What follows belongs to an exercise in optimizing a design on an open flow for small area and a short achievable clock period; a production flow would make more cautious choices.
RTL that was checked went through simulation tests only; none was proved equivalent to the original.
No functional check of the RTL was part of runs 2 to 4.
No activity file was given, so power comes from the tool's default toggle rates.

$ cat flow/run.sh
#!/bin/bash
# synth_recipe.tcl (not shown) runs the flow's synth.tcl, then flattens the netlist and writes it again
# the make line also repeats each setting of config.mk as NAME=value (left out here)
make -C /OpenROAD-flow-scripts/flow DESIGN_CONFIG=/design/flow/config.mk WORK_HOME=/design/flow/orfs CLKGATE_MAP_FILE= SYNTH_SCRIPT=/design/flow/synth_recipe.tcl finish
$ cat flow/config.mk
export PLATFORM = sky130hd
export DESIGN_NAME = top_level
export DESIGN_NICKNAME = top_level
export VERILOG_FILES = /design/flow/design.v
export SDC_FILE = /design/flow/constraint.sdc
export NUM_CORES = 4
export LEC_CHECK = 0
export CAP_MARGIN = 40
export CORE_MARGIN = 2
export CORE_UTILIZATION = 22
export GPL_ROUTABILITY_DRIVEN = 1
export PLACE_DENSITY = 0.32
export SLEW_MARGIN = 40
$ cat flow/constraint.sdc
create_clock -name core_clock -period 300.0 [get_ports {clk}]
set_input_delay 60.0000 -clock core_clock [delete_from_list [all_inputs] [get_ports {clk}]]
set_output_delay 60.0000 -clock core_clock [all_outputs]
set_load 0.01 [all_outputs]
$ cat flow/design.v
module RankerCore (
    input  wire        clk,
    input  wire        rst,
    input  wire        valid,
    input  wire        pos_hi_zero,
    input  wire [9:0]  pos_lo,
    input  wire [31:0] base_score,
    output reg  [31:0] result,
    output reg  [15:0] rank,
    output reg         seen
);
    wire [9:0] bias_lut;
    bias_table lut (.p(pos_lo), .bias_lut(bias_lut));
    wire [9:0] bias = {10{pos_hi_zero}} & bias_lut;
    always @(posedge clk) begin
        if (valid)
            result <= base_score + {22'd0, bias};
    end
    always @(posedge clk or posedge rst) begin
        if (rst) begin
            rank <= 16'd0;
            seen <= 1'b0;
        end else if (valid) begin
            rank <= rank + {15'd0, seen};
            seen <= 1'b1;
        end
    end
endmodule
module bias_table(p, bias_lut);
  input [9:0] p;
  wire [9:0] p;
  output [9:0] bias_lut;
  wire [9:0] bias_lut;
  wire _000_;
  wire _001_;
  wire _002_;
  wire _003_;
  wire _004_;
  wire _005_;
  wire _006_;
  wire _007_;
  wire _008_;
  wire _009_;
  wire _010_;
  wire _011_;
  wire _012_;
  wire _013_;
  wire _014_;
  wire _015_;
  wire _016_;
  wire _017_;
  wire _018_;
  wire _019_;
  wire _020_;
  wire _021_;
  wire _022_;
  wire _023_;
  wire _024_;
  wire _025_;
  wire _026_;
  wire _027_;
  wire _028_;
  wire _029_;
  wire _030_;
  wire _031_;
  wire _032_;
  wire _033_;
  wire _034_;
  wire _035_;
  wire _036_;
  wire _037_;
  wire _038_;
  wire _039_;
  wire _040_;
  wire _041_;
  wire _042_;
  wire _043_;
  wire _044_;
  wire _045_;
  wire _046_;
  wire _047_;
  wire _048_;
  wire _049_;
  wire _050_;
  wire _051_;
  wire _052_;
  wire _053_;
  wire _054_;
  wire _055_;
  wire _056_;
  wire _057_;
  wire _058_;
  wire _059_;
  wire _060_;
  wire _061_;
  wire _062_;
  wire _063_;
  wire _064_;
  wire _065_;
  wire _066_;
  wire _067_;
  wire _068_;
  wire _069_;
  wire _070_;
  wire _071_;
  wire _072_;
  wire _073_;
  wire _074_;
  wire _075_;
  wire _076_;
  wire _077_;
  wire _078_;
  wire _079_;
  wire _080_;
  wire _081_;
  wire _082_;
  wire _083_;
  wire _084_;
  wire _085_;
  wire _086_;
  wire _087_;
  wire _088_;
  wire _089_;
  wire _090_;
  wire _091_;
  wire _092_;
  wire _093_;
  wire _094_;
  wire _095_;
  wire _096_;
  wire _097_;
  wire _098_;
  wire _099_;
  wire _100_;
  wire _101_;
  wire _102_;
  wire _103_;
  wire _104_;
  wire _105_;
  wire _106_;
  wire _107_;
  wire _108_;
  wire _109_;
  wire _110_;
  wire _111_;
  wire _112_;
  wire _113_;
  wire _114_;
  wire _115_;
  wire _116_;
  wire _117_;
  wire _118_;
  wire _119_;
  wire _120_;
  wire _121_;
  wire _122_;
  wire _123_;
  wire _124_;
  wire _125_;
  wire _126_;
  wire _127_;
  wire _128_;
  wire _129_;
  wire _130_;
  wire _131_;
  wire _132_;
  wire _133_;
  wire _134_;
  wire _135_;
  wire _136_;
  wire _137_;
  wire _138_;
  wire _139_;
  wire _140_;
  wire _141_;
  wire _142_;
  wire _143_;
  wire _144_;
  wire _145_;
  wire _146_;
  wire _147_;
  wire _148_;
  wire _149_;
  wire _150_;
  wire _151_;
  wire _152_;
  wire _153_;
  wire _154_;
  wire _155_;
  wire _156_;
  wire _157_;
  wire _158_;
  wire _159_;
  wire _160_;
  wire _161_;
  wire _162_;
  wire _163_;
  wire _164_;
  wire _165_;
  wire _166_;
  wire _167_;
  wire _168_;
  wire _169_;
  wire _170_;
  wire _171_;
  wire _172_;
  wire _173_;
  wire _174_;
  wire _175_;
  wire _176_;
  wire _177_;
  wire _178_;
  wire _179_;
  wire _180_;
  wire _181_;
  wire _182_;
  wire _183_;
  wire _184_;
  wire _185_;
  wire _186_;
  wire _187_;
  wire _188_;
  wire _189_;
  wire _190_;
  wire _191_;
  wire _192_;
  wire _193_;
  wire _194_;
  wire _195_;
  wire _196_;
  wire _197_;
  wire _198_;
  wire _199_;
  wire _200_;
  wire _201_;
  wire _202_;
  wire _203_;
  wire _204_;
  wire _205_;
  wire _206_;
  wire _207_;
  wire _208_;
  wire _209_;
  wire _210_;
  wire _211_;
  wire _212_;
  wire _213_;
  wire _214_;
  wire _215_;
  wire _216_;
  wire _217_;
  wire _218_;
  wire _219_;
  wire _220_;
  wire _221_;
  wire _222_;
  wire _223_;
  wire _224_;
  wire _225_;
  wire _226_;
  wire _227_;
  wire _228_;
  wire _229_;
  wire _230_;
  wire _231_;
  wire _232_;
  wire _233_;
  wire _234_;
  wire _235_;
  wire _236_;
  wire _237_;
  wire _238_;
  wire _239_;
  wire _240_;
  wire _241_;
  wire _242_;
  wire _243_;
  wire _244_;
  wire _245_;
  wire _246_;
  wire _247_;
  wire _248_;
  wire _249_;
  wire _250_;
  wire _251_;
  wire _252_;
  wire _253_;
  wire _254_;
  wire _255_;
  wire _256_;
  wire _257_;
  wire _258_;
  wire _259_;
  wire _260_;
  wire _261_;
  wire _262_;
  wire _263_;
  wire _264_;
  wire _265_;
  wire _266_;
  wire _267_;
  wire _268_;
  wire _269_;
  wire _270_;
  wire _271_;
  wire _272_;
  wire _273_;
  wire _274_;
  wire _275_;
  wire _276_;
  wire _277_;
  wire _278_;
  wire _279_;
  wire _280_;
  wire _281_;
  wire _282_;
  wire _283_;
  wire _284_;
  wire _285_;
  wire _286_;
  wire _287_;
  wire _288_;
  wire _289_;
  wire _290_;
  wire _291_;
  wire _292_;
  wire _293_;
  wire _294_;
  wire _295_;
  wire _296_;
  wire _297_;
  wire _298_;
  wire _299_;
  wire _300_;
  wire _301_;
  wire _302_;
  wire _303_;
  wire _304_;
  wire _305_;
  wire _306_;
  wire _307_;
  wire _308_;
  wire _309_;
  wire _310_;
  wire _311_;
  wire _312_;
  wire _313_;
  wire _314_;
  wire _315_;
  assign _109_ = 4'h1 >> p[9:8];
  assign _120_ = 4'h1 >> p[7:6];
  assign _130_ = 4'h8 >> { _120_, _109_ };
  assign _141_ = 4'h4 >> { _109_, p[7] };
  assign _152_ = 4'h4 >> { _141_, p[6] };
  assign _163_ = 4'h1 >> p[5:4];
  assign _174_ = 4'h4 >> { _163_, p[3] };
  assign _185_ = 4'h1 >> { p[5], p[3] };
  assign _196_ = 4'h4 >> { _185_, p[4] };
  assign _207_ = 4'h8 >> { _217_, _216_ };
  assign _215_ = 4'h2 >> { _185_, p[6] };
  assign _226_ = 4'h8 >> { p[0], p[1] };
  assign _235_ = 4'h1 >> { _226_, p[2] };
  assign _245_ = 4'h4 >> { _235_, _215_ };
  assign bias_lut[8] = 4'h8 >> { _245_, _207_ };
  assign _252_ = 4'h4 >> { p[5], p[3] };
  assign _253_ = 4'h8 >> p[2:1];
  assign _254_ = 4'h1 >> { _253_, p[4] };
  assign _255_ = 4'h8 >> { _254_, _252_ };
  assign _256_ = 4'h2 >> { _255_, p[7] };
  assign _257_ = 4'h8 >> p[5:4];
  assign _258_ = 4'h1 >> p[2:1];
  assign _259_ = 4'h2 >> { _258_, p[3] };
  assign _260_ = 4'h8 >> { p[3], p[1] };
  assign _261_ = 4'h8 >> p[3:2];
  assign _262_ = 4'h1 >> { _261_, _260_ };
  assign _263_ = 4'h2 >> { _218_, _257_ };
  assign _264_ = 4'h1 >> { _254_, p[5] };
  assign _265_ = 4'h1 >> { _264_, p[6] };
  assign _266_ = 4'h1 >> { _265_, _217_ };
  assign _267_ = 4'h4 >> { _266_, _263_ };
  assign _268_ = 4'h1 >> { _263_, _217_ };
  assign _269_ = 4'h4 >> { _268_, _265_ };
  assign _270_ = 4'h2 >> { _219_, _256_ };
  assign _271_ = 4'h2 >> p[7:6];
  assign _272_ = 4'h1 >> { p[0], p[1] };
  assign _273_ = 4'h2 >> { _272_, _261_ };
  assign _274_ = 4'h2 >> { _273_, _257_ };
  assign _275_ = 4'h4 >> p[4:3];
  assign _276_ = 4'h8 >> { _275_, _235_ };
  assign _277_ = 4'h1 >> { _276_, _274_ };
  assign _278_ = 4'h8 >> { _277_, _271_ };
  assign _279_ = 4'h2 >> { _276_, _271_ };
  assign _280_ = 4'h4 >> { _279_, _274_ };
  assign _281_ = 4'h2 >> { p[4], p[1] };
  assign _282_ = 4'h1 >> p[3:2];
  assign _283_ = 4'h1 >> { _282_, _281_ };
  assign _284_ = 4'h8 >> { _261_, _226_ };
  assign _285_ = 4'h1 >> { p[5], p[2] };
  assign _286_ = 4'h2 >> p[3:2];
  assign _287_ = 4'h1 >> { _286_, _260_ };
  assign _288_ = 4'h4 >> { _287_, _285_ };
  assign _289_ = 4'h1 >> { _285_, _260_ };
  assign _290_ = 4'h4 >> { _289_, _286_ };
  assign _291_ = 4'h1 >> { _221_, _284_ };
  assign _292_ = 4'h1 >> { _291_, _283_ };
  assign _293_ = 4'h4 >> p[3:2];
  assign _294_ = 4'h8 >> { _293_, _281_ };
  assign _295_ = 4'h1 >> { _294_, p[5] };
  assign _296_ = 4'h4 >> { _295_, _258_ };
  assign _297_ = 4'h4 >> { _296_, _275_ };
  assign _298_ = 4'h1 >> { _275_, _258_ };
  assign _299_ = 4'h8 >> { _298_, _295_ };
  assign _300_ = 4'h1 >> { _222_, _292_ };
  assign _301_ = 4'h8 >> { _300_, _220_ };
  assign _302_ = 4'h2 >> { _292_, _220_ };
  assign _303_ = 4'h4 >> { _302_, _222_ };
  assign _304_ = 4'h2 >> { _222_, _220_ };
  assign _305_ = 4'h4 >> { _304_, _292_ };
  assign _306_ = 4'h1 >> { _223_, _270_ };
  assign _307_ = 4'h1 >> { _306_, p[8] };
  assign _308_ = 4'h1 >> { p[4], p[0] };
  assign _309_ = 4'h4 >> { _308_, p[5] };
  assign _310_ = 4'h4 >> { _163_, p[0] };
  assign _311_ = 4'h1 >> { _224_, _257_ };
  assign _312_ = 4'h4 >> { p[3], p[1] };
  assign _313_ = 4'h2 >> { p[3], p[1] };
  assign _314_ = 4'h1 >> { _313_, _312_ };
  assign _315_ = 4'h1 >> { _314_, p[6] };
  assign _000_ = 4'h1 >> { p[3], p[1] };
  assign _001_ = 4'h1 >> { _260_, p[6] };
  assign _002_ = 4'h4 >> { _001_, _000_ };
  assign _003_ = 4'h4 >> { _225_, _311_ };
  assign _004_ = 4'h1 >> { _003_, p[2] };
  assign _005_ = 4'h8 >> { _308_, _252_ };
  assign _006_ = 4'h2 >> { _005_, p[2] };
  assign _007_ = 4'h1 >> { _006_, _004_ };
  assign _008_ = 4'h1 >> { _221_, _276_ };
  assign _009_ = 4'h2 >> { _257_, p[0] };
  assign _010_ = 4'h4 >> { _009_, _008_ };
  assign _011_ = 4'h8 >> { _286_, _226_ };
  assign _012_ = 4'h2 >> { p[5], p[2] };
  assign _013_ = 4'h8 >> { _012_, _275_ };
  assign _014_ = 4'h1 >> { _013_, p[8] };
  assign _015_ = 4'h4 >> { _014_, _011_ };
  assign _016_ = 4'h1 >> { _011_, p[8] };
  assign _017_ = 4'h4 >> { _016_, _013_ };
  assign _018_ = 4'h8 >> { _284_, p[4] };
  assign _019_ = 4'h2 >> { _018_, _227_ };
  assign _020_ = 4'h8 >> { _263_, _253_ };
  assign _021_ = 4'h1 >> { _308_, _285_ };
  assign _022_ = 4'h2 >> { _021_, _260_ };
  assign _023_ = 4'h4 >> { _022_, _224_ };
  assign _024_ = 4'h2 >> { _224_, _260_ };
  assign _025_ = 4'h4 >> { _024_, _021_ };
  assign _026_ = 4'h1 >> { _228_, _020_ };
  assign _027_ = 4'h8 >> { _026_, _019_ };
  assign _028_ = 4'h1 >> { _020_, p[8] };
  assign _029_ = 4'h1 >> { _013_, _011_ };
  assign _030_ = 4'h4 >> { _029_, _018_ };
  assign _031_ = 4'h4 >> { _030_, _228_ };
  assign _032_ = 4'h8 >> { _031_, _028_ };
  assign _033_ = 4'h4 >> { _229_, _010_ };
  assign _034_ = 4'h4 >> { _033_, _007_ };
  assign _035_ = 4'h4 >> { _229_, _007_ };
  assign _036_ = 4'h4 >> { _035_, _010_ };
  assign _037_ = 4'h1 >> { p[6], p[2] };
  assign _038_ = 4'h4 >> { _037_, _260_ };
  assign _039_ = 4'h4 >> { _038_, _000_ };
  assign _040_ = 4'h4 >> { _039_, _311_ };
  assign _041_ = 4'h1 >> { _040_, _228_ };
  assign _042_ = 4'h4 >> { _041_, _020_ };
  assign _043_ = 4'h8 >> { _005_, p[2] };
  assign _044_ = 4'h1 >> { _043_, _018_ };
  assign _045_ = 4'h8 >> { _044_, _227_ };
  assign _046_ = 4'h4 >> { _045_, _010_ };
  assign _047_ = 4'h8 >> { _046_, _042_ };
  assign _048_ = 4'h1 >> { _273_, p[4] };
  assign _049_ = 4'h1 >> { p[7], p[5] };
  assign _050_ = 4'h8 >> { _049_, _048_ };
  assign _051_ = 4'h1 >> { _050_, _120_ };
  assign _052_ = 4'h4 >> { _048_, p[5] };
  assign _053_ = 4'h2 >> { _273_, _163_ };
  assign _054_ = 4'h2 >> { _231_, p[6] };
  assign _055_ = 4'h1 >> { _054_, p[7] };
  assign _056_ = 4'h4 >> { _232_, _230_ };
  assign _057_ = 4'h8 >> { p[7], p[5] };
  assign _058_ = 4'h8 >> { _057_, p[6] };
  assign _059_ = 4'h8 >> p[6:5];
  assign _060_ = 4'h8 >> { _059_, p[7] };
  assign _061_ = 4'h8 >> { _233_, p[8] };
  assign _062_ = 4'h2 >> { _282_, p[4] };
  assign _063_ = 4'h8 >> { _062_, _061_ };
  assign _064_ = 4'h1 >> { _063_, p[9] };
  assign _065_ = 4'h4 >> { _064_, _056_ };
  assign _066_ = 4'h4 >> { _065_, _307_ };
  assign bias_lut[7] = 4'h8 >> { _066_, _207_ };
  assign _067_ = 4'h1 >> { _272_, _226_ };
  assign _068_ = 4'h8 >> { _067_, _286_ };
  assign _069_ = 4'h2 >> { _284_, _163_ };
  assign _070_ = 4'h8 >> { _069_, _216_ };
  assign _071_ = 4'h2 >> { _284_, _216_ };
  assign _072_ = 4'h8 >> { _071_, _163_ };
  assign _073_ = 4'h4 >> { _234_, _068_ };
  assign _074_ = 4'h1 >> { _284_, p[6] };
  assign _075_ = 4'h8 >> { _163_, _141_ };
  assign _076_ = 4'h4 >> { _075_, _068_ };
  assign _077_ = 4'h8 >> { _076_, _074_ };
  assign _078_ = 4'h8 >> { _261_, _254_ };
  assign _079_ = 4'h2 >> { _078_, _216_ };
  assign _080_ = 4'h2 >> { _018_, _295_ };
  assign _081_ = 4'h4 >> { _308_, _258_ };
  assign _082_ = 4'h2 >> { _081_, _080_ };
  assign _083_ = 4'h8 >> { _082_, _079_ };
  assign _084_ = 4'h2 >> { _081_, _216_ };
  assign _085_ = 4'h4 >> { _084_, _078_ };
  assign _086_ = 4'h8 >> { _085_, _080_ };
  assign _087_ = 4'h1 >> { _308_, _283_ };
  assign _088_ = 4'h2 >> { _087_, _080_ };
  assign _089_ = 4'h1 >> { _020_, p[6] };
  assign _090_ = 4'h4 >> { _089_, _088_ };
  assign _091_ = 4'h8 >> { _090_, _141_ };
  assign _092_ = 4'h2 >> { _020_, _216_ };
  assign _093_ = 4'h4 >> { _092_, _088_ };
  assign _094_ = 4'h4 >> { _224_, _253_ };
  assign _095_ = 4'h4 >> { _258_, p[0] };
  assign _096_ = 4'h4 >> { _272_, p[2] };
  assign _097_ = 4'h4 >> { _236_, _257_ };
  assign _098_ = 4'h1 >> { _097_, _094_ };
  assign _099_ = 4'h1 >> { _275_, _226_ };
  assign _100_ = 4'h2 >> { _099_, _012_ };
  assign _101_ = 4'h8 >> { _012_, _226_ };
  assign _102_ = 4'h1 >> { _101_, _013_ };
  assign _103_ = 4'h4 >> { _185_, p[1] };
  assign _104_ = 4'h4 >> { _000_, p[5] };
  assign _105_ = 4'h1 >> p[4:3];
  assign _106_ = 4'h4 >> { _105_, _238_ };
  assign _107_ = 4'h2 >> { _106_, _237_ };
  assign _108_ = 4'h8 >> { _107_, _098_ };
  assign _110_ = 4'h8 >> { _237_, _098_ };
  assign _111_ = 4'h4 >> { _110_, _106_ };
  assign _112_ = 4'h4 >> { _237_, _094_ };
  assign _113_ = 4'h1 >> { _106_, _097_ };
  assign _114_ = 4'h8 >> { _113_, _112_ };
  assign _115_ = 4'h8 >> { _257_, p[6] };
  assign _116_ = 4'h8 >> { _115_, _273_ };
  assign _117_ = 4'h8 >> { _273_, _257_ };
  assign _118_ = 4'h8 >> { _117_, p[6] };
  assign _119_ = 4'h1 >> { _240_, _089_ };
  assign _121_ = 4'h2 >> { _119_, _239_ };
  assign _122_ = 4'h4 >> { _020_, p[6] };
  assign _123_ = 4'h2 >> { _117_, p[6] };
  assign _124_ = 4'h2 >> { _123_, _239_ };
  assign _125_ = 4'h4 >> { _124_, _122_ };
  assign bias_lut[3] = 4'h2 >> { _241_, _141_ };
  assign _126_ = 4'h1 >> { _119_, _252_ };
  assign _127_ = 4'h1 >> { _020_, p[7] };
  assign _128_ = 4'h1 >> { _245_, _163_ };
  assign _129_ = 4'h8 >> { _128_, _127_ };
  assign _131_ = 4'h4 >> { _129_, _126_ };
  assign _132_ = 4'h1 >> { _123_, _252_ };
  assign _133_ = 4'h2 >> { _132_, _128_ };
  assign _134_ = 4'h8 >> { _133_, _127_ };
  assign _135_ = 4'h4 >> { _233_, _218_ };
  assign _136_ = 4'h2 >> p[2:1];
  assign _137_ = 4'h2 >> { _312_, p[5] };
  assign _138_ = 4'h4 >> { _137_, _136_ };
  assign _139_ = 4'h1 >> { _000_, _253_ };
  assign _140_ = 4'h2 >> { _139_, p[5] };
  assign _142_ = 4'h2 >> { _243_, _120_ };
  assign _143_ = 4'h4 >> { _142_, _284_ };
  assign _144_ = 4'h2 >> { _284_, _120_ };
  assign _145_ = 4'h4 >> { _074_, p[7] };
  assign _146_ = 4'h4 >> { _244_, _243_ };
  assign _147_ = 4'h1 >> { _246_, _135_ };
  assign _148_ = 4'h1 >> { _282_, p[4] };
  assign _149_ = 4'h2 >> { _148_, _226_ };
  assign _150_ = 4'h2 >> { _285_, p[4] };
  assign _151_ = 4'h4 >> { _150_, _238_ };
  assign _153_ = 4'h8 >> { _105_, _272_ };
  assign _154_ = 4'h8 >> { _000_, _308_ };
  assign _155_ = 4'h8 >> { _260_, _163_ };
  assign _156_ = 4'h1 >> { _155_, _247_ };
  assign _157_ = 4'h4 >> { _236_, _163_ };
  assign _158_ = 4'h2 >> { _157_, _156_ };
  assign _159_ = 4'h4 >> { _158_, _151_ };
  assign _160_ = 4'h4 >> { _159_, _149_ };
  assign _161_ = 4'h4 >> { _156_, _151_ };
  assign _162_ = 4'h1 >> { _157_, _149_ };
  assign _164_ = 4'h8 >> { _162_, _161_ };
  assign _165_ = 4'h1 >> { _248_, _147_ };
  assign _166_ = 4'h2 >> { _165_, _109_ };
  assign _167_ = 4'h4 >> { _166_, _242_ };
  assign _168_ = 4'h2 >> { _242_, _109_ };
  assign _169_ = 4'h4 >> { _168_, _165_ };
  assign _170_ = 4'h1 >> { _252_, _163_ };
  assign _171_ = 4'h2 >> { _170_, _258_ };
  assign _172_ = 4'h4 >> { _067_, _253_ };
  assign _173_ = 4'h4 >> { _264_, _258_ };
  assign _175_ = 4'h8 >> { _173_, _172_ };
  assign _176_ = 4'h1 >> { _258_, _253_ };
  assign _177_ = 4'h8 >> { _176_, _067_ };
  assign _178_ = 4'h8 >> { _177_, _264_ };
  assign _179_ = 4'h1 >> { _249_, _171_ };
  assign _180_ = 4'h1 >> { _179_, _308_ };
  assign _181_ = 4'h8 >> { p[5], p[3] };
  assign _182_ = 4'h4 >> { _181_, _048_ };
  assign _183_ = 4'h1 >> { _182_, _011_ };
  assign _184_ = 4'h4 >> { p[4], p[0] };
  assign _186_ = 4'h1 >> { _184_, _157_ };
  assign _187_ = 4'h1 >> { _293_, _260_ };
  assign _188_ = 4'h1 >> { _187_, _186_ };
  assign _189_ = 4'h4 >> { _094_, _293_ };
  assign _190_ = 4'h8 >> { _005_, p[1] };
  assign _191_ = 4'h1 >> { _190_, _189_ };
  assign _192_ = 4'h4 >> { _191_, _188_ };
  assign _193_ = 4'h8 >> { _192_, _183_ };
  assign _194_ = 4'h1 >> { _190_, _011_ };
  assign _195_ = 4'h4 >> { _194_, _189_ };
  assign _197_ = 4'h4 >> { _195_, _182_ };
  assign _198_ = 4'h4 >> { _197_, _188_ };
  assign _199_ = 4'h4 >> { _250_, _180_ };
  assign _200_ = 4'h2 >> { _199_, _127_ };
  assign _201_ = 4'h8 >> { _256_, p[5] };
  assign _202_ = 4'h1 >> { _201_, p[6] };
  assign _203_ = 4'h4 >> { _202_, _200_ };
  assign _204_ = 4'h2 >> { _087_, _185_ };
  assign _205_ = 4'h2 >> { _204_, _148_ };
  assign _206_ = 4'h1 >> { _135_, _220_ };
  assign _208_ = 4'h1 >> { _206_, _205_ };
  assign _209_ = 4'h1 >> { _208_, p[8] };
  assign _210_ = 4'h4 >> { _209_, _203_ };
  assign bias_lut[1] = 4'h2 >> { _210_, _064_ };
  assign _211_ = 4'h2 >> { _105_, _061_ };
  assign _212_ = 4'h8 >> { _211_, p[9] };
  assign _213_ = 4'h2 >> { _105_, p[9] };
  assign _214_ = 4'h8 >> { _213_, _061_ };
  assign bias_lut[0] = 4'h1 >> { _251_, _066_ };
  assign bias_lut[9] = 4'h8 >> { _272_, bias_lut[8] };
  assign _216_ = 4'he >> { _130_, _152_ };
  assign _217_ = 4'he >> { _174_, _196_ };
  assign _218_ = 4'hb >> { _259_, _262_ };
  assign _219_ = 4'he >> { _267_, _269_ };
  assign _220_ = 4'he >> { _278_, _280_ };
  assign _221_ = 4'he >> { _288_, _290_ };
  assign _222_ = 4'he >> { _297_, _299_ };
  assign _223_ = 8'hfe >> { _301_, _303_, _305_ };
  assign _224_ = 4'he >> { _309_, _310_ };
  assign _225_ = 4'he >> { _315_, _002_ };
  assign _227_ = 4'he >> { _015_, _017_ };
  assign _228_ = 4'he >> { _023_, _025_ };
  assign _229_ = 4'he >> { _027_, _032_ };
  assign _230_ = 8'hfe >> { _034_, _036_, _047_ };
  assign _231_ = 4'he >> { _052_, _053_ };
  assign _232_ = 4'hb >> { _051_, _055_ };
  assign _233_ = 4'he >> { _058_, _060_ };
  assign _234_ = 4'he >> { _070_, _072_ };
  assign bias_lut[6] = 4'he >> { _073_, _077_ };
  assign bias_lut[5] = 4'he >> { _083_, _086_ };
  assign bias_lut[4] = 4'he >> { _091_, _093_ };
  assign _236_ = 4'he >> { _095_, _096_ };
  assign _237_ = 4'hb >> { _100_, _102_ };
  assign _238_ = 4'he >> { _103_, _104_ };
  assign _239_ = 8'hfe >> { _108_, _111_, _114_ };
  assign _240_ = 4'he >> { _116_, _118_ };
  assign _241_ = 4'he >> { _121_, _125_ };
  assign _242_ = 4'he >> { _131_, _134_ };
  assign _243_ = 4'he >> { _138_, _140_ };
  assign _244_ = 4'he >> { _144_, _145_ };
  assign _246_ = 4'he >> { _143_, _146_ };
  assign _247_ = 4'he >> { _153_, _154_ };
  assign _248_ = 4'he >> { _160_, _164_ };
  assign bias_lut[2] = 4'he >> { _167_, _169_ };
  assign _249_ = 4'he >> { _175_, _178_ };
  assign _250_ = 4'he >> { _193_, _198_ };
  assign _251_ = 4'he >> { _212_, _214_ };
endmodule
module top_level (
    input wire clk,
    input wire rst_n,
    input  wire [15:0] axi_awaddr,
    input  wire        axi_awvalid,
    output wire        axi_awready,
    input  wire [2:0]  axi_awprot,
    input  wire [31:0] axi_wdata,
    input  wire [3:0]  axi_wstrb,
    input  wire        axi_wvalid,
    output wire        axi_wready,
    output wire [1:0]  axi_bresp,
    output wire        axi_bvalid,
    input  wire        axi_bready,
    input  wire [15:0] axi_araddr,
    input  wire        axi_arvalid,
    output wire        axi_arready,
    input  wire [2:0]  axi_arprot,
    output wire [31:0] axi_rdata,
    output wire [1:0]  axi_rresp,
    output wire        axi_rvalid,
    input  wire        axi_rready,
    output wire [31:0] mem_addr,
    output wire [15:0] mem_wdata,
    input  wire [15:0] mem_rdata,
    output wire        mem_we,
    output wire        mem_oe,
    output wire        mem_ce,
    input  wire        mem_ready,
    output wire [7:0]  led_status,
    output wire        led_error,
    output wire        irq_out
);
    wire reset = !rst_n;
    reg wr_dat, wr_rsp;
    wire wr_idle = !wr_dat & !wr_rsp;
    always @(posedge clk or posedge reset) begin
        if (reset) begin
            wr_dat <= 1'b0;
            wr_rsp <= 1'b0;
        end else begin
            wr_dat <= wr_idle & axi_awvalid & axi_wvalid;
            wr_rsp <= wr_dat | (wr_rsp & !axi_bready);
        end
    end
    reg rd_dat, rd_rsp;
    wire rd_idle = !rd_dat & !rd_rsp;
    always @(posedge clk or posedge reset) begin
        if (reset) begin
            rd_dat <= 1'b0;
            rd_rsp <= 1'b0;
        end else begin
            rd_dat <= rd_idle & axi_arvalid;
            rd_rsp <= rd_dat | (rd_rsp & !axi_rready);
        end
    end
    assign axi_awready = wr_dat;
    assign axi_wready  = wr_dat;
    assign axi_bvalid  = wr_rsp;
    assign axi_bresp   = 2'b00;
    assign axi_arready = rd_dat;
    assign axi_rvalid  = rd_rsp;
    assign axi_rresp   = 2'b00;
    reg       wa_hit, ra_hit;
    reg [3:0] wa_idx, ra_idx;
    always @(posedge clk) begin
        wa_hit <= (axi_awaddr[15:6] == 10'd0) & (axi_awaddr[1:0] == 2'b00);
        wa_idx <= axi_awaddr[5:2];
        ra_hit <= (axi_araddr[15:6] == 10'd0) & (axi_araddr[1:0] == 2'b00);
        ra_idx <= axi_araddr[5:2];
    end
    wire [15:0] wsel = {16{wr_dat & wa_hit}} & (16'd1 << wa_idx);
    wire [15:0] rsel = {16{ra_hit}} & (16'd1 << ra_idx);
    reg [31:0] ctrl_q, cfg_q, keyl_q, keyh_q, root_q, hashl_q, hashh_q, segl_q, segh_q, posl_q, posh_q;
    reg        ctrl_v, cfg_v, keyl_v, keyh_v, root_v, hashl_v, hashh_v, segl_v, segh_v, posl_v, posh_v;
    reg [31:0] score_q;
    always @(posedge clk) begin
        if (wsel[0])  ctrl_q  <= axi_wdata;
        if (wsel[2])  cfg_q   <= axi_wdata;
        if (wsel[4])  keyl_q  <= axi_wdata;
        if (wsel[5])  keyh_q  <= axi_wdata;
        if (wsel[6])  root_q  <= axi_wdata;
        if (wsel[8])  hashl_q <= axi_wdata;
        if (wsel[9])  hashh_q <= axi_wdata;
        if (wsel[10]) segl_q  <= axi_wdata;
        if (wsel[11]) segh_q  <= axi_wdata;
        if (wsel[12]) posl_q  <= axi_wdata;
        if (wsel[13]) posh_q  <= axi_wdata;
    end
    always @(posedge clk or posedge reset) begin
        if (reset) begin
            ctrl_v <= 1'b0; cfg_v <= 1'b0; keyl_v <= 1'b0; keyh_v <= 1'b0;
            root_v <= 1'b0; hashl_v <= 1'b0; hashh_v <= 1'b0; segl_v <= 1'b0;
            segh_v <= 1'b0; posl_v <= 1'b0; posh_v <= 1'b0;
            score_q <= 32'd0;
        end else begin
            if (wsel[0])  ctrl_v  <= 1'b1;
            if (wsel[2])  cfg_v   <= 1'b1;
            if (wsel[4])  keyl_v  <= 1'b1;
            if (wsel[5])  keyh_v  <= 1'b1;
            if (wsel[6])  root_v  <= 1'b1;
            if (wsel[8])  hashl_v <= 1'b1;
            if (wsel[9])  hashh_v <= 1'b1;
            if (wsel[10]) segl_v  <= 1'b1;
            if (wsel[11]) segh_v  <= 1'b1;
            if (wsel[12]) posl_v  <= 1'b1;
            if (wsel[13]) posh_v  <= 1'b1;
            if (wsel[14]) score_q <= axi_wdata;
        end
    end
    wire ranker_valid = ctrl_v & ctrl_q[1];
    wire [31:0] rnk_res;
    wire [15:0] rnk_rank;
    wire        rnk_seen;
    wire        pos_hi_zero = (!posh_v | (posh_q == 32'd0)) & (!posl_v | (posl_q[31:10] == 22'd0));
    wire [9:0]  pos_lo = {10{posl_v}} & posl_q[9:0];
    RankerCore ranker (
        .clk(clk),
        .rst(reset),
        .valid(ranker_valid),
        .pos_hi_zero(pos_hi_zero),
        .pos_lo(pos_lo),
        .base_score(score_q),
        .result(rnk_res),
        .rank(rnk_rank),
        .seen(rnk_seen)
    );
    wire [31:0] rmux =
          ({32{rsel[0]  & ctrl_v}}  & ctrl_q)
        | ({32{rsel[1]}}            & {rnk_rank, 14'd0, rnk_seen, 1'b0})
        | ({32{rsel[2]  & cfg_v}}   & cfg_q)
        | ({32{rsel[4]  & keyl_v}}  & keyl_q)
        | ({32{rsel[5]  & keyh_v}}  & keyh_q)
        | ({32{rsel[6]  & root_v}}  & root_q)
        | ({32{rsel[8]  & hashl_v}} & hashl_q)
        | ({32{rsel[9]  & hashh_v}} & hashh_q)
        | ({32{rsel[10] & segl_v}}  & segl_q)
        | ({32{rsel[11] & segh_v}}  & segh_q)
        | ({32{rsel[12] & posl_v}}  & posl_q)
        | ({32{rsel[13] & posh_v}}  & posh_q)
        | ({32{rsel[14]}}           & score_q)
        | ({32{rsel[15] & rnk_seen}} & rnk_res)
        | ({32{!ra_hit}}            & 32'hDEADBEEF);
    reg [31:0] rd_data_q;
    always @(posedge clk or posedge reset) begin
        if (reset)
            rd_data_q <= 32'd0;
        else if (rd_dat)
            rd_data_q <= rmux;
    end
    assign axi_rdata = rd_data_q;
    assign mem_addr   = 32'd0;
    assign mem_wdata  = 16'd0;
    assign mem_we     = 1'b0;
    assign mem_oe     = 1'b0;
    assign mem_ce     = 1'b0;
    assign led_status = {1'b0, ranker_valid, 1'b0, mem_ready, 4'b0000};
    assign led_error  = 1'b0;
    assign irq_out    = ranker_valid;
endmodule
==> flow_summary_export.csv, run 1 <==
group,metric,value,unit
detailed_routing,routed_wl,77000,um
detailed_routing,drt_first_iter_violations,1064,
sta,fin_tns_setup,0,ps
detailed_routing,wire_per_inst,27.0,um
placed_design,dpl.hpwl,44600,um
synth,synthCells,1449,
cts,htreeDepth,2,
sta,timing.final.ws_setup,180000,ps
global_routing,grt_max_degree,65,
floorplanning,die_h,310,um
floorplanning,die_w,310,um
finish,drive_above_1_share,12.8,%
power,power,148,uW
critical_path,path_class,"input port to primary output",
sta,period_minus_slack,120000,ps
finish,fin_nets,1678,
synth,synth_edf_count,384,
detailed_routing,drc,0,
cts,cts_root_buf,"clkbuf_16",
finish,diodes,0,
cts,tritoncts,"done",
synth,synth_area_per_cell,14.2,um2
finish,register_area,0.0141,mm2
cts,holdBufCountCts,0,
detailed_routing,routed_via_density,4.65,
global_routing,gr-total-overflow,0,
critical_path,end_kind,"primary output",
global_routing,antenna_found_initial,1,
critical_path,cp.required,240000,ps
synth,ys.warnings.count,2,
finish,syn_to_final_growth,21.1,%
finish,nFillCells,9590,
floorplanning,die-area,0.0960,mm2
synth,ys.flop_type,"edfxtp_1",
sta,slew_headroom,43.4,%
run_status,status,"timing/DRC/antenna clean",
power,clkPwrFrac,46.5,%
synth,ys_types,76,
sta,finalSetupViolCount,0,
synth,syn_area,0.0206,mm2
sta,period_share,40.0,%
finish,multiInputGateArea,0.00591,mm2
global_routing,grt_pass1_vias,13600,
global_routing,grt_pass1_wl,108000,um
sta,rsz0062_at_grt,"false",
critical_path,crit_start,"mem_ready",
critical_path,r2r-start,"posl_q[2]$_DFFE_PP_",
floorplanning,num_rows,112,
critical_path,r2r_setup_slack,294320,ps
power,seqPwrFrac,50.1,%
hold_path,holdPathStages,1,
cts,cts_resized,0,
floorplanning,io_pins,200,
cts,cts-buffers-inserted,54,
sta,hold_viol_final,0,
sta,final_max_slew_viol_count,0,
cts,cts.sink_count,490,
placed_design,dp_slack,180000,ps
hold_path,min_to,"rd_dat$_DFF_PN0_",
power,combPwrFrac,3.3,%
global_routing,grt_usage,16.0,%
hold_path,holdCritPathClass,"register to register",
power,power_switching,31.6,uW
power,switching_share,21.3,%
critical_path,r2r-end,"ranker.result[30]$_DFFE_PP_",
cts,clk_path_buf_depth,3,
cts,clkLatencyLatePin,610,ps
synth,synthArstFlopShare,19.6,%
sta,clock.fmax,8.33,MHz
synth,synth-seq-area-share,68.7,%
detailed_routing,vias,13300,
placed_design,port_buffers,109,
sta,whs,454,ps
critical_path,cp.arrival,60000,ps
critical_path,start_kind,"input port",
synth,ys_seq_elements,490,
cts,clk_pin_slew,60,ps
critical_path,critPathMaxFanout,1,
sta,worstMarginPinSlew,841,ps
power,p_int,117,uW
detailed_routing,first_pass_iters,7,
sta,finalClockSkew,21.2,ps
detailed_routing,antenna_left,0,
placed_design,gp_congestion,0.799,
power,power.density,5.94,mW/mm2
power,power.leakage,0.00855,uW
finish,utilization,26.8,%
floorplanning,initial_core_util,22.1,%
power,ir_worst_vdd,0.00339,mV
critical_path,r2r_cells,15,
job,cap_violations,0,
hold_path,hold_start,"rd_rsp$_DFF_PN0_",
cts,post-cts-setup-buffers,0,
floorplanning,core_area,0.0930,mm2
state kept, by name, summed over array words and instances (netlist names), 4 cells and up:
name	count
root_q	32
keyl_q	32
segh_q	32
posh_q	32
ranker.rank	16
rd_data_q	32
score_q	32
hashl_q	32
segl_q	32
posl_q	32
cfg_q	32
wa_idx	4
keyh_q	32
hashh_q	32
ctrl_q	32
ranker.result	32
ra_idx	4
cell families after synthesis:
logic type	after synthesis	synth area share [%]
flops	490	68.7
compound gates	369	13.6
simple gates	315	8.30
buf+inv	176	4.47
xor+xnor	43	1.83
mux	34	1.84
fa+ha+maj	21	1.31
other cells	1	0.0182
routing by layer:
metal  track usage, %  routed length, um
met3             2.52               3400
met5                0                 13
met4             3.11               1220
met1             21.8              34900
met2             26.9              37400
cell usage after synthesis, drive strengths merged, types with 4 or more instances:
master | instances | area, um2
a211oi | 7 | 52.6
a21o | 8 | 60.1
a21oi | 47 | 235
a221oi | 26 | 228
a222oi | 21 | 210
a22o | 25 | 219
a22oi | 123 | 923
a31oi | 18 | 119
and2 | 6 | 37.5
and3 | 32 | 200
and4b | 4 | 40.0
buf | 79 | 556
clkbuf | 76 | 285
dfrtp | 96 | 2400
dfxtp | 10 | 200
edfxtp | 384 | 11500
ha | 20 | 250
inv | 21 | 78.8
mux2 | 30 | 338
mux2i | 4 | 40.0
nand2 | 58 | 218
nand2b | 7 | 43.8
nand3 | 38 | 190
nand4 | 30 | 209
nor2 | 58 | 218
nor2b | 8 | 50.1
nor3 | 15 | 75.1
nor4 | 23 | 144
o21ai | 22 | 110
o21bai | 7 | 52.6
o221ai | 5 | 43.8
o22a | 13 | 114
o22ai | 5 | 31.3
o32a | 6 | 60.1
o41ai | 4 | 53.8
or2 | 15 | 93.8
xnor2 | 18 | 158
xor2 | 25 | 219
cell type report:
type                    instances  share of cell area (%)
clock buffers                  79                    6.36
well taps                    1254                    6.29
repair buffers                148                    5.70
inverters                      21                   0.316
flip-flops and latches        490                    56.7
clock inverters                21                   0.923
multi-input cells             844                    23.7
worst register-to-register path: stages, from the launching register on:
cell,delay (ps)
edfxtp_1,810
nand2_1,340
inv_1,120
ha_1,430
nor2_1,150
o21ba_2,230
o31a_1,240
a311o_1,350
o31a_1,360
ha_1,280
fa_1,450
a211oi_1,360
o21ai_0,340
a31oi_4,640
nor4_1,140
xor2_1,170
per-stage QoR:
step | area, um2 | cells
floorplan | 20800 | 1510
global placement | 23000 | 2753
detailed placement | 23100 | 2756
CTS | 24900 | 2856
global route | 24900 | 2857
finish | 24900 | 2857
power groups by stage:
| stage | sequential [uW] | combinational (uW) | clock (uW) |
|---|---|---|---|
| finish | 74.3 | 4.94 | 68.9 |
| global route | 74.3 | 5.45 | 73.6 |
| CTS | 74.3 | 5.09 | 71.1 |
| detailed placement | 75.7 | 5.06 | 0 |
| global placement | 75.7 | 5.05 | 0 |
| floorplan | 75.7 | 1.78 | 0 |
cells in the final DEF (no fill, tap or decap), types with 8 or more instances in the layout:
cell type	synthesis	layout
ha_1	20	20
clkbuf_1	76	12
nor2_1	58	51
o21ai_0	22	21
inv_1	21	21
nand4_1	28	28
dfrtp_1	96	95
clkdlybuf4s50_1	0	108
nor3_1	15	12
a21oi_1	47	45
clkinv_1	0	8
xnor2_1	18	18
a22oi_1	123	123
and3_1	32	24
dfxtp_1	10	10
a221oi_1	26	26
nor4_1	23	20
nor2b_1	8	8
and3_2	0	8
o22a_1	13	13
a222oi_1	21	21
mux2_2	30	30
a21o_1	8	8
conb_1	1	62
buf_4	65	35
a22o_1	25	25
nand3_1	38	38
nand2_1	58	57
clkbuf_8	0	12
edfxtp_1	384	384
a31oi_1	17	17
xor2_1	25	25
or2_2	15	15
clkbuf_16	0	55
how the worst max path moves through the flow:
stage | endpoint | slack [ps] | cells past startpoint
floorplan | led_status[4] | 179880 | 1
global placement | led_status[4] | 180000 | 0
detailed placement | led_status[4] | 180000 | 0
CTS | led_status[4] | 180000 | 0
global route | led_status[4] | 180000 | 0
finish | led_status[4] | 180000 | 0
==> inputs of run 2 (changes only) <==
--- a/flow/design.v
+++ b/flow/design.v
@@ -20,9 +20,9 @@
         if (rst) begin
             rank <= 16'd0;
             seen <= 1'b0;
-        end else if (valid) begin
-            rank <= rank + {15'd0, seen};
-            seen <= 1'b1;
+        end else begin
+            rank <= rank + {15'd0, valid & seen};
+            seen <= seen | valid;
         end
     end
 endmodule
@@ -821,8 +821,8 @@
     always @(posedge clk or posedge reset) begin
         if (reset)
             rd_data_q <= 32'd0;
-        else if (rd_dat)
-            rd_data_q <= rmux;
+        else
+            rd_data_q <= ({32{rd_dat}} & rmux) | ({32{!rd_dat}} & rd_data_q);
     end
     assign axi_rdata = rd_data_q;
     assign mem_addr   = 32'd0;
==> flow/config.mk (replaced) <==
export PLATFORM = sky130hd
export DESIGN_NAME = top_level
export DESIGN_NICKNAME = top_level
export VERILOG_FILES = /design/flow/design.v
export SDC_FILE = /design/flow/constraint.sdc
export NUM_CORES = 4
export LEC_CHECK = 0
export CAP_MARGIN = 10
export CORE_MARGIN = 2
export CORE_UTILIZATION = 45
export CTS_BUF_LIST = sky130_fd_sc_hd__clkbuf_8
export CTS_CLUSTER_DIAMETER = 50
export CTS_CLUSTER_SIZE = 16
export GPL_ROUTABILITY_DRIVEN = 1
export PLACE_DENSITY = 0.6
export SLEW_MARGIN = 10
==> run 2 against run 1 <==
Net effect:
- register-to-register slack better by 130 ps
- critical path type unchanged
- hold slack improved by 14 ps
- combinational power decreased by 5.9%
- largest power group unchanged
- worst setup slack unchanged
- first-iteration DRC count increased by 35%
==> flow_summary_export.csv, run 2 <==
group,metric,value,unit
cts,post-cts-setup-buffers,0,
placed_design,dp_slack,180000,ps
floorplanning,die_h,217,um
synth,yosysMostFrequentCell,"edfxtp_1",
global_routing,grt.busiest_layer,"met2",
floorplanning,die-area,0.0470,mm2
synth,ys_types,80,
power,clkPwrFrac,35.5,%
floorplanning,initial_core_util,45.8,%
sta,timing.final.ws_setup,180000,ps
global_routing,grt_max_degree,60,
hold_path,holdPathStages,1,
power,ir_worst_vdd,0.00280,mV
power,power.density,5.33,mW/mm2
synth,synth_edf_count,384,
finish,syn_to_final_growth,12.6,%
cts,cts_root_buf,"clkbuf_8",
sta,clock.fmax,8.33,MHz
critical_path,end_kind,"primary output",
cts,holdBufCountCts,0,
cts,clkLatencyLatePin,660,ps
global_routing,grt_pass1_vias,12800,
sta,whs,467,ps
global_routing,grt_usage,25.6,%
placed_design,dp_cells,2060,
sta,period_minus_slack,120000,ps
cts,htreeDepth,2,
finish,diodes,0,
critical_path,cp.arrival,60000,ps
global_routing,gr-total-overflow,0,
synth,ys.warnings.count,2,
sta,fin_tns_setup,0,ps
floorplanning,die_w,217,um
finish,fin_nets,1634,
power,switching_share,22.8,%
cts,tritoncts,"done",
synth,synth.area.top_cells,"edfxtp_1 (57%), dfrtp_1 (12%), a22oi_1 (3.4%), buf_4 (2.5%), a221oi_1 (2.3%)",
finish,final_cells,2141,
detailed_routing,wire_per_inst,28.1,um
placed_design,dpl.hpwl,33400,um
sta,finalSetupViolCount,0,
critical_path,r2r_cells,16,
placed_design,port_buffers,109,
global_routing,use_met1,37.0,%
finish,layout_common_cells,"edfxtp_1 (384), clkdlybuf4s50_1 (108), dfrtp_1 (95)",
sta,final_max_slew_viol_count,0,
hold_path,holdCritPathClass,"register to register",
finish,drive_above_1_share,11.4,%
global_routing,antenna_found_initial,0,
detailed_routing,drc,0,
critical_path,cp.required,240000,ps
synth,ys_seq_elements,490,
floorplanning,io_pins,200,
sta,hold_viol_final,0,
power,p_int,94.4,uW
detailed_routing,routed_via_density,6.21,
detailed_routing,routed_wl,60100,um
power,power.leakage,0.00801,uW
detailed_routing,antenna_left,0,
cts,cts-buffers-inserted,45,
job,cap_violations,0,
run_status,status,"timing/DRC/antenna clean",
power,combPwrFrac,3.8,%
detailed_routing,drt_first_iter_violations,1436,
floorplanning,core_area,0.0444,mm2
critical_path,critPathMaxFanout,1,
power,seqPwrFrac,60.7,%
detailed_routing,first_pass_iters,6,
placed_design,gp_congestion,0.838,
critical_path,critical_path_depth,0,
cts,clk_path_buf_depth,3,
sta,slew_headroom,36.0,%
synth,syn_area,0.0204,mm2
synth,yosys-top-cells-count,"edfxtp_1 (384), dfrtp_1 (96), a22oi_1 (92), buf_4 (67), nand2_1 (63)",
sta,rsz0062_at_grt,"false",
global_routing,met2_usage,41.3,%
synth,synthArstFlopShare,19.6,%
cts,cts.sink_count,490,
synth,synthCells,1413,
synth,synth_top_area_share,56.6,%
synth,synth_area_per_cell,14.4,um2
global_routing,grt_pass1_wl,87700,um
floorplanning,num_rows,77,
synth,synth_top_area_cell,"edfxtp_1",
critical_path,path_class,"input port to primary output",
synth,synth-seq-area-share,69.4,%
detailed_routing,vias,13300,
power,power_switching,27.9,uW
cts,clk_pin_slew,90,ps
global_routing,gr-usage-met3,3.07,%
sta,finalClockSkew,42.5,ps
finish,final_common_cell,"edfxtp_1",
synth,ys.flop_type,"edfxtp_1",
sta,worstMarginPinSlew,957,ps
cts,cts_resized,0,
sta,period_share,40.0,%
critical_path,start_kind,"input port",
run 2: cell types whose count changed in the layout (fill, tap and decap cells not counted), sizes merged, moves of 6 or more:
cell	previous run	this run
a22oi	123	92
clkbuf	79	49
a221oi	26	54
inv	22	42
and3	32	17
a22o	25	35
clkinv	14	6
nor4	23	31
o21ai	22	16
run 2: final cells by class:
class,instances,area (um2)
Tap cell,592,741
Multi-Input combinational cell,813,5650
Sequential cell,490,14100
Clock buffer,49,674
Inverter,21,78.8
Timing Repair Buffer,144,1350
Clock inverter,32,304
Fill cell,3729,21500
run 2: kinds of logic after synthesis:
kind of cell / Yosys count / share of synthesized area (%)
multiplexers: 32 / 1.76
XOR/XNOR: 44 / 1.89
AO/OA/AOI/OAI: 346 / 13.1
flip-flops: 490 / 69.4
buffers and inverters: 171 / 4.53
AND/OR/NAND/NOR: 308 / 7.91
adder cells (fa/ha/maj): 21 / 1.33
other: 1 / 0.0184
run 2: per-layer routing:
metal / share of wire, % / vias to the layer above
met5: 0 / -
met4: 1.9 / 0
met3: 8.4 / 94
met2: 48 / 677
met1: 42 / 6863
li1: - / 5663
run 2: worst paths after layout:
kind / start / end / slack, ps
worst max-delay path: mem_ready / led_status[4] / 180000
worst min-delay path: rd_rsp$_DFF_PN0_ / rd_dat$_DFF_PN0_ / 470
worst max register to register: posl_q[3]$_DFFE_PP_ / ranker.result[31]$_DFFE_PP_ / 294450
worst min register to register: rd_rsp$_DFF_PN0_ / rd_dat$_DFF_PN0_ / 470
max in group asynchronous: rst_n / rd_dat$_DFF_PN0_ / 239280
min in group asynchronous: rst_n / async pin / 59340
run 2: power by group through the flow:
stage                     logic [uW]  clock network (uW)  registers (uW)
after detailed placement        4.68                   0            75.7
final                           4.65                43.4            74.2
after floorplan                 1.74                   0            75.7
after CTS                       4.69                44.0            74.2
after global placement          4.61                   0            75.7
after global routing            5.03                46.6            74.3
run 2: stage by stage:
step	area [um2]	total power (uW)	utilization, %
3_5_place_dp	22000	80.4	49.4
5_1_grt	22900	126	51.6
6_report	22900	122	51.6
2_1_floorplan	20600	77.5	-
3_3_place_gp	22000	80.3	49.4
4_1_cts	22900	123	51.6
==> inputs of run 3 (changes only) <==
--- a/flow/config.mk
+++ b/flow/config.mk
@@ -8,9 +8,9 @@
 export CAP_MARGIN = 10
 export CORE_MARGIN = 2
 export CORE_UTILIZATION = 45
-export CTS_BUF_LIST = sky130_fd_sc_hd__clkbuf_8
-export CTS_CLUSTER_DIAMETER = 50
-export CTS_CLUSTER_SIZE = 16
+export CTS_BUF_LIST = sky130_fd_sc_hd__clkbuf_16
+export CTS_CLUSTER_DIAMETER = 70
+export CTS_CLUSTER_SIZE = 32
 export GPL_ROUTABILITY_DRIVEN = 1
 export PLACE_DENSITY = 0.6
 export SLEW_MARGIN = 10
==> run 3 against run 2 <==
Net effect:
- still clean
- count of clock-buffer cells in the layout down 20
- total power up 1.9%
- die area unchanged
- final cell count down 1.3%
- synthesized cell count unchanged
- global-route usage down 0.40 points
- flip-flop and latch count unchanged
- clock skew down 16 ps
- core utilization up 0.18 points
- critical path depth unchanged
- critical path type unchanged
- critical endpoint unchanged
- highest routed layer unchanged
==> flow_summary_export.csv, run 3 <==
group,metric,value,unit
run_status,status,"timing/DRC/antenna clean",
detailed_routing,first_pass_iters,6,
global_routing,gr-total-overflow,0,
critical_path,r2r_setup_slack,294470,ps
cts,cts_root_buf,"clkbuf_16",
critical_path,path_class,"input port to primary output",
cts,tritoncts,"done",
synth,synth_top_family_by_area,"compound AO/OA/AOI/OAI gates",
synth,synth_fa_ha_area_share,1.33,%
critical_path,r2r_cells,16,
floorplanning,die_w,217,um
critical_path,cp.required,240000,ps
global_routing,grt_max_degree,60,
critical_path,r2r-end,"ranker.result[31]$_DFFE_PP_",
placed_design,gp_congestion,0.838,
sta,rsz0062_at_grt,"false",
finish,fin_area,0.0230,mm2
synth,synth_top_area_share,56.6,%
floorplanning,initial_core_util,45.8,%
synth,yosysMostFrequentCell,"edfxtp_1",
sta,finalSetupViolCount,0,
finish,layout_common_cells,"edfxtp_1 (384), clkdlybuf4s50_1 (108), dfrtp_1 (95)",
synth,syn_area,0.0204,mm2
sta,worstMarginPinSlew,957,ps
placed_design,dp_slack,180000,ps
detailed_routing,drt_first_iter_violations,1498,
detailed_routing,antenna_left,0,
hold_path,holdCritPathClass,"register to register",
sta,slew_headroom,36.2,%
finish,syn_to_final_growth,13.0,%
critical_path,r2r-start,"posl_q[3]$_DFFE_PP_",
critical_path,cp.arrival,60000,ps
detailed_routing,drc,0,
cts,clk_pin_slew,80,ps
critical_path,critical_path_depth,0,
cts,cts_resized,0,
synth,synth-xor-area-share,1.89,%
floorplanning,core_area,0.0444,mm2
detailed_routing,routed_wl,59600,um
cts,holdBufCountCts,0,
cts,cts-buffers-inserted,29,
power,power.leakage,0.00799,uW
critical_path,start_kind,"input port",
sta,period_minus_slack,120000,ps
finish,final_common_cell,"edfxtp_1",
critical_path,critPathCapture,"led_status[4]",
global_routing,grt_pass1_vias,12600,
placed_design,postPlaceCellArea,0.0220,mm2
synth,synth.area.top_cells,"edfxtp_1 (57%), dfrtp_1 (12%), a22oi_1 (3.4%), buf_4 (2.5%), a221oi_1 (2.3%)",
cts,clkLatencyLatePin,610,ps
critical_path,critPathMaxFanout,1,
cts,cts.sink_count,490,
synth,ys_seq_elements,490,
synth,synth_area_per_cell,14.4,um2
sta,period_share,40.0,%
synth,synth-seq-area-share,69.4,%
sta,hold_viol_final,0,
critical_path,crit_start,"mem_ready",
sta,clock.fmax,8.33,MHz
finish,diodes,0,
synth,ys_types,80,
sta,final_max_slew_viol_count,0,
synth,ys.flop_type,"edfxtp_1",
sta,fin_tns_setup,0,ps
finish,drive_above_1_share,10.5,%
synth,synthArstFlopShare,19.6,%
detailed_routing,vias,13300,
job,cap_violations,0,
synth,synth_edf_count,384,
synth,synth_compound_area_share,13.1,%
cts,htreeDepth,1,
floorplanning,die_h,217,um
global_routing,grt_usage,25.2,%
global_routing,grt_pass1_wl,86600,um
synth,synth_top_area_cell,"edfxtp_1",
finish,fin_nets,1618,
synth,yosys-top-cells-count,"edfxtp_1 (384), dfrtp_1 (96), a22oi_1 (92), buf_4 (67), nand2_1 (63)",
synth,yosys-mux-area-fraction,1.76,%
critical_path,end_kind,"primary output",
power,ir_worst_vdd,0.00404,mV
synth,synthSimpleGateAreaFrac,7.91,%
sta,timing.final.ws_setup,180000,ps
synth,synthCells,1413,
cts,clk_path_buf_depth,3,
finish,nFillCells,3716,
detailed_routing,wire_per_inst,28.2,um
placed_design,port_buffers,109,
floorplanning,io_pins,200,
global_routing,antenna_found_initial,0,
synth,ys.warnings.count,2,
detailed_routing,routed_via_density,6.27,
cts,post-cts-setup-buffers,0,
placed_design,dpl.hpwl,33400,um
floorplanning,num_rows,77,
sta,finalClockSkew,26.9,ps
power,power.density,5.42,mW/mm2
floorplanning,die-area,0.0470,mm2
==> run 3: power breakdown <==
group / switching [uW] / internal, uW
Combinational: 2.64 / 2.01
Sequential: 0.570 / 73.6
Clock: 25.9 / 19.9
==> run 3: layer usage <==
layer  vias to the layer above  part of all wire [%]  global-route usage [%]
li1                       5625                     -                       -
met3                        81                   8.2                    2.69
met2                       661                    48                    41.1
met5                         -                     0                       0
met4                         0                   1.9                    5.71
met1                      6886                    42                    36.7
==> run 3: worst min path at each step <==
stage,depth (start not counted),start,slack (ps),to
3_5_place_dp,1,hashh_v$_DFFE_PN0P_,450,hashh_v$_DFFE_PN0P_
3_3_place_gp,1,hashh_v$_DFFE_PN0P_,440,hashh_v$_DFFE_PN0P_
2_1_floorplan,1,cfg_v$_DFFE_PN0P_,430,cfg_v$_DFFE_PN0P_
4_1_cts,1,hashh_v$_DFFE_PN0P_,470,hashh_v$_DFFE_PN0P_
5_1_grt,1,hashl_v$_DFFE_PN0P_,480,hashl_v$_DFFE_PN0P_
6_report,1,rd_rsp$_DFF_PN0_,470,rd_dat$_DFF_PN0_
==> run 3: logic make-up after synthesis <==
family,Yosys count
AOI/OAI and AO/OA,346
xor gates and xnor gates,44
adders and majority gates,21
buffers and inverters,171
DFF,490
muxes,32
other,1
and+or+nand+nor,308
==> run 3: layout make-up <==
class / instances / area [um2] / area share, %
timing repair buffer: 144 / 1350 / 5.87
clock inverter: 24 / 332 / 1.44
multi-input combinational: 813 / 5650 / 24.6
tap: 592 / 741 / 3.22
inverter: 21 / 78.8 / 0.343
clock buffer: 29 / 726 / 3.15
sequential: 490 / 14100 / 61.4
==> run 3: metrics by stage <==
stage               power [uW]  hold WS [ps]  utilization (%)  instances
detailed placement        80.4           448             49.4       2060
global placement          80.3           445             49.4       2060
finish                     125           467             51.8       2113
CTS                        125           470             51.8       2113
global route               128           484             51.8       2113
floorplan                 77.5           430                -       1474
==> inputs of run 4 (changes only) <==
--- a/flow/config.mk
+++ b/flow/config.mk
@@ -9,8 +9,8 @@
 export CORE_MARGIN = 2
 export CORE_UTILIZATION = 45
 export CTS_BUF_LIST = sky130_fd_sc_hd__clkbuf_16
-export CTS_CLUSTER_DIAMETER = 70
-export CTS_CLUSTER_SIZE = 32
+export CTS_CLUSTER_DIAMETER = 55
+export CTS_CLUSTER_SIZE = 45
 export GPL_ROUTABILITY_DRIVEN = 1
 export PLACE_DENSITY = 0.6
 export SLEW_MARGIN = 10
==> run 4 against run 3 <==
Net effect:
- clock power grew 11%
- total power grew 3.9%
- clock skew grew 0.98 ps
- critical endpoint unchanged
- critical path depth did not move
- count of clock-buffer cells in the layout up 7
- non-clock buffer count did not move
- via count shrank 0.54%
- worst setup slack did not move
- combinational power barely moved
==> flow_summary_export.csv, run 4 <==
group,metric,value,unit
sta,rsz0062_at_grt,"false",
power,power_switching,27.7,uW
sta,whs,465,ps
floorplanning,die_h,217,um
cts,holdBufCountCts,0,
synth,ys_seq_elements,490,
placed_design,port_buffers,109,
sta,finalSetupViolCount,0,
synth,synthArstFlopShare,19.6,%
placed_design,dpl.hpwl,33400,um
synth,ys_types,80,
finish,register_area,0.0141,mm2
detailed_routing,routed_wl,59900,um
power,power.leakage,0.00808,uW
synth,ys.warnings.count,2,
cts,htreeDepth,2,
global_routing,gr-usage-met3,3.59,%
finish,layout_common_cells,"edfxtp_1 (384), clkdlybuf4s50_1 (108), dfrtp_1 (95)",
cts,clkLatencyLatePin,570,ps
cts,post-cts-setup-buffers,0,
synth,synth_area_per_cell,14.4,um2
synth,yosysMostFrequentCell,"edfxtp_1",
sta,hold_viol_final,0,
power,combPwrFrac,3.6,%
synth,syn_area,0.0204,mm2
sta,fin_tns_setup,0,ps
cts,cts.sink_count,490,
sta,clock.fmax,8.33,MHz
floorplanning,io_pins,200,
power,power,130,uW
floorplanning,num_rows,77,
sta,period_share,40.0,%
sta,finalClockSkew,27.9,ps
global_routing,met2_usage,40.9,%
detailed_routing,antenna_left,0,
global_routing,gr-total-overflow,0,
synth,synth_top_area_share,56.6,%
synth,synth_top_area_cell,"edfxtp_1",
sta,final_max_slew_viol_count,0,
cts,cts-buffers-inserted,35,
global_routing,grt_usage,25.5,%
finish,diodes,0,
synth,yosys-top-cells-count,"edfxtp_1 (384), dfrtp_1 (96), a22oi_1 (92), buf_4 (67), nand2_1 (63)",
placed_design,gp_congestion,0.838,
floorplanning,core_area,0.0444,mm2
critical_path,critPathMaxFanout,1,
cts,clk_path_buf_depth,3,
detailed_routing,vias,13200,
global_routing,use_met1,36.7,%
synth,synth_edf_count,384,
critical_path,cp.required,240000,ps
detailed_routing,wire_per_inst,28.2,um
synth,ys.flop_type,"edfxtp_1",
critical_path,end_kind,"primary output",
finish,utilization,52.1,%
detailed_routing,drt_first_iter_violations,1229,
detailed_routing,routed_via_density,6.21,
sta,period_minus_slack,120000,ps
finish,drive_above_1_share,10.8,%
synth,synth-seq-area-share,69.4,%
sta,worstMarginPinSlew,967,ps
global_routing,grt_max_degree,60,
job,cap_violations,0,
critical_path,path_class,"input port to primary output",
floorplanning,initial_core_util,45.8,%
power,seqPwrFrac,57.3,%
critical_path,start_kind,"input port",
detailed_routing,first_pass_iters,8,
cts,tritoncts,"done",
sta,slew_headroom,35.3,%
power,ir_worst_vdd,0.00342,mV
run_status,status,"timing/DRC/antenna clean",
cts,cts_resized,0,
finish,syn_to_final_growth,13.8,%
power,clkPwrFrac,39.1,%
global_routing,grt.busiest_layer,"met2",
power,power.density,5.59,mW/mm2
finish,nFillCells,3691,
cts,clk_pin_slew,70,ps
synth,synthCells,1413,
power,p_int,102,uW
synth,synth.area.top_cells,"edfxtp_1 (57%), dfrtp_1 (12%), a22oi_1 (3.4%), buf_4 (2.5%), a221oi_1 (2.3%)",
floorplanning,die-area,0.0470,mm2
hold_path,holdCritPathClass,"register to register",
cts,cts_root_buf,"clkbuf_16",
detailed_routing,drc,0,
global_routing,grt_pass1_vias,12700,
finish,final_common_cell,"edfxtp_1",
finish,multiInputGateArea,0.00565,mm2
finish,fin_nets,1624,
floorplanning,die_w,217,um
critical_path,cp.arrival,60000,ps
global_routing,grt_pass1_wl,87100,um
global_routing,antenna_found_initial,0,
power,switching_share,21.4,%
-- run 4: cell counts after synthesis --
Identical to the previous run, type by type.
-- run 4: routing by layer --
metal | up-vias | wire length [um]
li1 | 5640 | -
met1 | 6783 | 25300
met2 | 670 | 28300
met3 | 88 | 5080
met4 | 0 | 1210
met5 | - | 0
-- run 4: kinds of logic (layout without fill, tap and decap cells) --
group | after synthesis | in the layout | synth area share, %
mux | 32 | 32 | 1.76
fa+ha+maj | 21 | 21 | 1.33
compound gates | 346 | 346 | 13.1
simple gates | 308 | 308 | 7.91
other cells | 1 | 62 | 0.0184
xor+xnor | 44 | 44 | 1.89
flops | 490 | 490 | 69.4
buf+inv | 171 | 228 | 4.53
-- run 4: power groups by stage --
stage	sequential [uW]	combinational, uW	clock [uW]
floorplan	75.7	1.74	0
global placement	75.7	4.61	0
detailed placement	75.7	4.68	0
CTS	74.2	4.69	51.5
global route	74.3	5.03	53.9
finish	74.2	4.63	50.7
-- run 4: worst reg2reg max path: cells and delay by family, from the launching register on --
| kind | cells | cell delay (ps) |
|---|---|---|
| and+or+nand+nor | 6 | 1340 |
| DFF | 1 | 800 |
| buffers and inverters | 1 | 150 |
| xor gates and xnor gates | 1 | 190 |
| adders and majority gates | 2 | 640 |
| AOI/OAI and AO/OA | 6 | 2120 |
-- run 4: final cells by class --
class / count / area share, %
well taps: 592 / 3.20
clock buffers: 36 / 3.89
clock inverters: 27 / 1.31
repair buffers: 144 / 5.83
flip-flops and latches: 490 / 61.0
inverters: 21 / 0.340
multi-input cells: 813 / 24.4
-- run 4: final timing paths --
path,start,end,slack (ps),depth (start not counted)
setup / recovery,mem_ready,led_status[4],180000,0
hold / removal,rd_rsp$_DFF_PN0_,rd_dat$_DFF_PN0_,470,1
setup reg to reg,posl_q[3]$_DFFE_PP_,ranker.result[31]$_DFFE_PP_,294510,16
hold reg to reg,rd_rsp$_DFF_PN0_,rd_dat$_DFF_PN0_,470,1
max in group asynchronous,rst_n,rd_dat$_DFF_PN0_,239160,2
min in group asynchronous,rst_n,async pin,59430,1
-- run 4: stage by stage --
step | cells | setup WS, ps | cell area (um2)
after floorplan | 1474 | 179880 | 20600
after global placement | 2060 | 180000 | 22000
after CTS | 2123 | 180000 | 23200
after global routing | 2123 | 180000 | 23200
after detailed placement | 2060 | 180000 | 22000
final | 2123 | 180000 | 23200

==> static timing again, ports no longer ideal <==
No port has a modelled driver above. Below, the same layouts with a new extraction and two added sets of constraints.
Step 1 (the two cells are an assumption about what drives the block):
set clk [get_ports {clk}]
set_driving_cell -lib_cell sky130_fd_sc_hd__clkbuf_16 $clk
set_driving_cell -lib_cell sky130_fd_sc_hd__buf_2 [delete_from_list [all_inputs] $clk]
Step 2 adds t to the input delays and takes it off the output delays; t is the mean of the earliest and latest rising clock arrival at the registers after step 1. Input paths then give back, and output paths get back, about the clock's delay inside the block.
Three values: ideal, step 1, step 2; two values: the first two.
| run | t (ns) | setup slack, ns | hold slack, ns | worst data-port slew with drivers (ns) |
|---|---|---|---|---|
| run 1 | 0.667 | 180.000 / 179.954 / 179.954 | 0.454 / 0.454 / 0.454 | 0.10 |
| run 2 | 0.684 | 180.000 / 179.957 / 179.957 | 0.467 / 0.467 / 0.467 | 0.08 |
| run 3 | 0.647 | 180.000 / 179.957 / 179.957 | 0.467 / 0.467 / 0.467 | 0.08 |
| run 4 | 0.608 | 180.000 / 179.957 / 179.957 | 0.465 / 0.465 / 0.465 | 0.08 |
After both steps setup and hold are still met in every run listed. The setup slack of run 1, which loses most, moves by -0.046 ns with the drivers and by -0.046 ns with both steps.
